Background: an optimization exercise with open tools, aiming at small area, a short achievable clock period and few clock cycles per item. Do not read the settings as production practice.
The RTL was checked by simulation tests, not by an equivalence proof against the original design.
Power is estimated from default activity; no workload was simulated.

Design decision_tree_classifier, start of the top module:
module decision_tree_classifier (
    input   wire    clk,
    input   wire    rst,
    input   wire    start,
    input   signed  [31:0]  psd_gamma,
    input   signed  [31:0]  psd_beta,
    input   signed  [31:0]  psd_alpha,
    input   signed  [31:0]  psd_theta,
    input   signed  [31:0]  psd_delta,
    input   signed  [31:0]  peak_amplitude,
    input           [ 7:0]  zero_counter,
    input   signed  [31:0]  dwt_gamma_max,
    input   signed  [31:0]  dwt_gamma_min,
    input   signed  [31:0]  dwt_gamma_mean,
    input   signed  [31:0]  dwt_gamma_sum,
    input   signed  [31:0]  dwt_beta_max,
    input   signed  [31:0]  dwt_beta_min,
    input   signed  [31:0]  dwt_beta_mean,
    input   signed  [31:0]  dwt_beta_sum,
    input   signed  [31:0]  dwt_alpha_max,
    input   signed  [31:0]  dwt_alpha_min,
    input   signed  [31:0]  dwt_alpha_mean,
    input   signed  [31:0]  dwt_alpha_sum,
    input   signed  [31:0]  dwt_theta_max,
    input   signed  [31:0]  dwt_theta_min,
    input   signed  [31:0]  dwt_theta_mean,
    input   signed  [31:0]  dwt_theta_sum,
    input   signed  [31:0]  dwt_delta_max,
    input   signed  [31:0]  dwt_delta_min,
    input   signed  [31:0]  dwt_delta_mean,
    input   signed  [31:0]  dwt_delta_sum,
    output  reg             done,
    output  wire    [3:0]   class_label
);
Size: about 1200 cells after synthesis, roughly 14 flip-flops, ~850 I/O pins.
export LEC_CHECK = 0
export CAP_MARGIN = 20
export CORE_AREA = 5 5 265 265
export CTS_BUF_LIST = sky130_fd_sc_hd__clkbuf_8
export DIE_AREA = 0 0 270 270
export PLACE_DENSITY = 0.6
export SLEW_MARGIN = 20
export SYNTH_MEMORY_MAX_BITS = 65536
export TNS_END_PERCENT = 0
create_clock -name core_clock -period 14.0 [get_ports {clk}]
standard.sh (not shown) runs the stock make flow with config.mk's settings and CLKGATE_MAP_FILE= SYNTH_SCRIPT=/design/flow/synth_recipe.tcl, a recipe that flattens the netlist after the stock synthesis.
==> flow/flow/run.sh <==
#!/bin/bash
# Own layout flow: the standard ORFS flow and synthesis script, with three changes:
#  - ABC maps the logic with flow/abc.script (delay-targeted map) instead of ORFS's script;
#  - the port buffers are buf_1 instead of buffer_ports' default pick;
#  - the flow's timing repair aims at the setup margin set in flow/opts.sh.
# Each tool's output goes to the ORFS logs (orfs/logs/...) and to standard.log here.
set -euo pipefail
cd "$(dirname "$0")/.."
W=$(pwd)
source flow/opts.sh
cat > my_synth.tcl <<EOT
# synth_recipe.tcl with ABC's script replaced by flow/abc.script
proc abc {args} {
  set i [lsearch -exact \$args -script]
  if {\$i >= 0} { lset args [expr {\$i + 1}] $W/flow/abc.script }
  yosys abc {*}\$args
}
source $W/synth_recipe.tcl
EOT
sed "s#SYNTH_SCRIPT=[^ ]*synth_recipe.tcl#SYNTH_SCRIPT=$W/my_synth.tcl#" standard.sh > my_standard.sh
grep -q "SYNTH_SCRIPT=$W/my_synth.tcl" my_standard.sh
bash my_standard.sh > standard.log 2>&1
==> flow/flow/abc.script <==
strash
balance
rewrite
refactor
balance
rewrite
rewrite -z
balance
refactor -z
rewrite -z
balance
dch
map -D 1200
topo
stime -c
buffer -c
upsize -c
dnsize -c
==> flow/flow/opts.sh <==
export BUFFER_PORTS_ARGS="-buffer_cell sky130_fd_sc_hd__buf_1"
export SETUP_SLACK_MARGIN=9
export SETUP_SLACK_MARGIN=9.6
Testbench counts at the start, summed over its fixed seeds: cycles 3,200, items 3,200.
Edit:
==> flow/flow/opts.sh (replaced) <==
# Settings for flow/run.sh (environment variables the ORFS scripts read).
# Port buffers: the smallest buffer rather than buffer_ports' default pick.
export BUFFER_PORTS_ARGS="-buffer_cell sky130_fd_sc_hd__buf_1"
# Timing repair aims below the real period (14 ns - 9.6 ns); config.mk's
# TNS_END_PERCENT 0 keeps it to the worst path.
export SETUP_SLACK_MARGIN=9.6
CORE_AREA = 5 5 250 250   (was 5 5 265 265)
DIE_AREA = 0 0 255 255   (was 0 0 270 270)
The changed run passed the timing, DRC and antenna checks.
Wire length fell slightly.
Global-route usage went up by 0.86 points.
Worst hold slack is better by 0.014 ns.
Clock-buffer cell count stays the same.
Via count grows slightly.
Clock power went down by a few percent.
Power went down slightly.
Design area came out lower by a few percent.
Die area went down by roughly a tenth.
Sequential power stays flat.
Edit:
==> flow/flow/opts.sh (replaced) <==
export BUFFER_PORTS_ARGS="-buffer_cell sky130_fd_sc_hd__buf_1"
export SETUP_SLACK_MARGIN=9
export SETUP_SLACK_MARGIN=9.6
export SETUP_SLACK_MARGIN=9.3
CORE_AREA = 5 5 265 265   (was 5 5 250 250)
DIE_AREA = 0 0 270 270   (was 0 0 255 255)
- via count barely changes
- routed wire length grows slightly
- worst hold slack degrades by 0.013 ns
- core utilization shrinks by 1.7 points
- area after synthesis does not change
- non-clock buffer count went up by 2
- final area came out higher slightly
- clock-buffer cell count stays the same
- critical path depth increases by 5
- total power grows slightly
Edit:
--- a/flow/flow/opts.sh
+++ b/flow/flow/opts.sh
@@ -4 +4 @@
-export SETUP_SLACK_MARGIN=9.3
+export SETUP_SLACK_MARGIN=10
After rerunning:
- The new run went through all stages and came out clean
- power shrinks by 0.76%
- design area grows by 1.9%
- wire length grows by about 1%
- worst setup slack improved by 0.0041 ns
- global-route usage grows by 0.15 points
- core utilization grows by 0.29 points
- die area is unchanged
- clock power shrinks by about 20%
Edit:
==> flow/flow/opts.sh (replaced) <==
export BUFFER_PORTS_ARGS="-buffer_cell sky130_fd_sc_hd__buf_1"
export SETUP_SLACK_MARGIN=9
TNS_END_PERCENT = unset   (was 0)
The new run completed without violations.
Power falls by about 1.6%.
Final cell count is about the same.
Clock power rises by 27%.
Worst setup slack is worse by 0.23 ns.
Synthesized cell count does not change.
Flip-flop and latch count does not change.
Design area falls by 5.0%.
Worst hold slack is worse by 0.014 ns.
Wire length falls by 1.5%.
Non-clock buffer count falls by 7.
Edit:
==> flow/flow/opts.sh (replaced) <==
# Settings for flow/run.sh (environment variables the ORFS scripts read).
# Port buffers: the smallest buffer rather than buffer_ports' default pick.
export BUFFER_PORTS_ARGS="-buffer_cell sky130_fd_sc_hd__buf_1"
# Timing repair aims below the real period (14 ns - 9.6 ns); config.mk's
# TNS_END_PERCENT 0 keeps it to the worst path.
export SETUP_SLACK_MARGIN=9.6
GPL_ROUTABILITY_DRIVEN = 0   (was unset)
TNS_END_PERCENT = 0   (was unset)
The new run finished clean.
Routed wire length barely changes.
Cell count is higher by 0.55%.
Total power is higher by about 3.4%.
Maximum frequency is higher by 4.6%.
Global-route usage is lower by 0.13 points.
Cell area is higher by about 4.7%.
Clock-buffer cell count is unchanged.
Worst hold slack improved by 0.0069 ns.
Worst setup slack improved by 0.21 ns.
Via count is higher by about 2.6%.
Area after synthesis stays the same.

## what the ideal ports hide
In the flow no input, the clock included, has a driving cell. The finished layouts below were timed again as built, in two steps.
Step 1 assumes that a clkbuf_16 drives the clock port and a buf_2 every other input.
Step 2, shift: input delay + t, output delay - t, t = (earliest + latest rising clock arrival at the registers) / 2. This alone moves slack from input paths to output paths.
a / b / c = ideal ports / drivers / drivers and shift; a / b = the first two.
run	t (ns)	setup slack, ns	worst setup path at the end	worst data-port slew with drivers (ns)
the first run	0.301	9.397 / 9.386 / 9.084	input to register	0.19
the second run	0.306	9.287 / 9.239 / 8.933	input to register	0.21
the third run	0.302	9.359 / 9.366 / 9.064	input to register	0.19
the fourth run	0.301	9.363 / 9.383 / 9.081	input to register	0.18
the fifth run	0.303	9.135 / 9.082 / 8.778	input to register	0.18
the sixth run	0.296	9.347 / 9.340 / 9.043	input to register	0.22
After both steps every run listed still meets setup and hold. The setup slack of the fifth run, which loses most, moves by -0.053 ns with the drivers and by -0.357 ns with both steps.
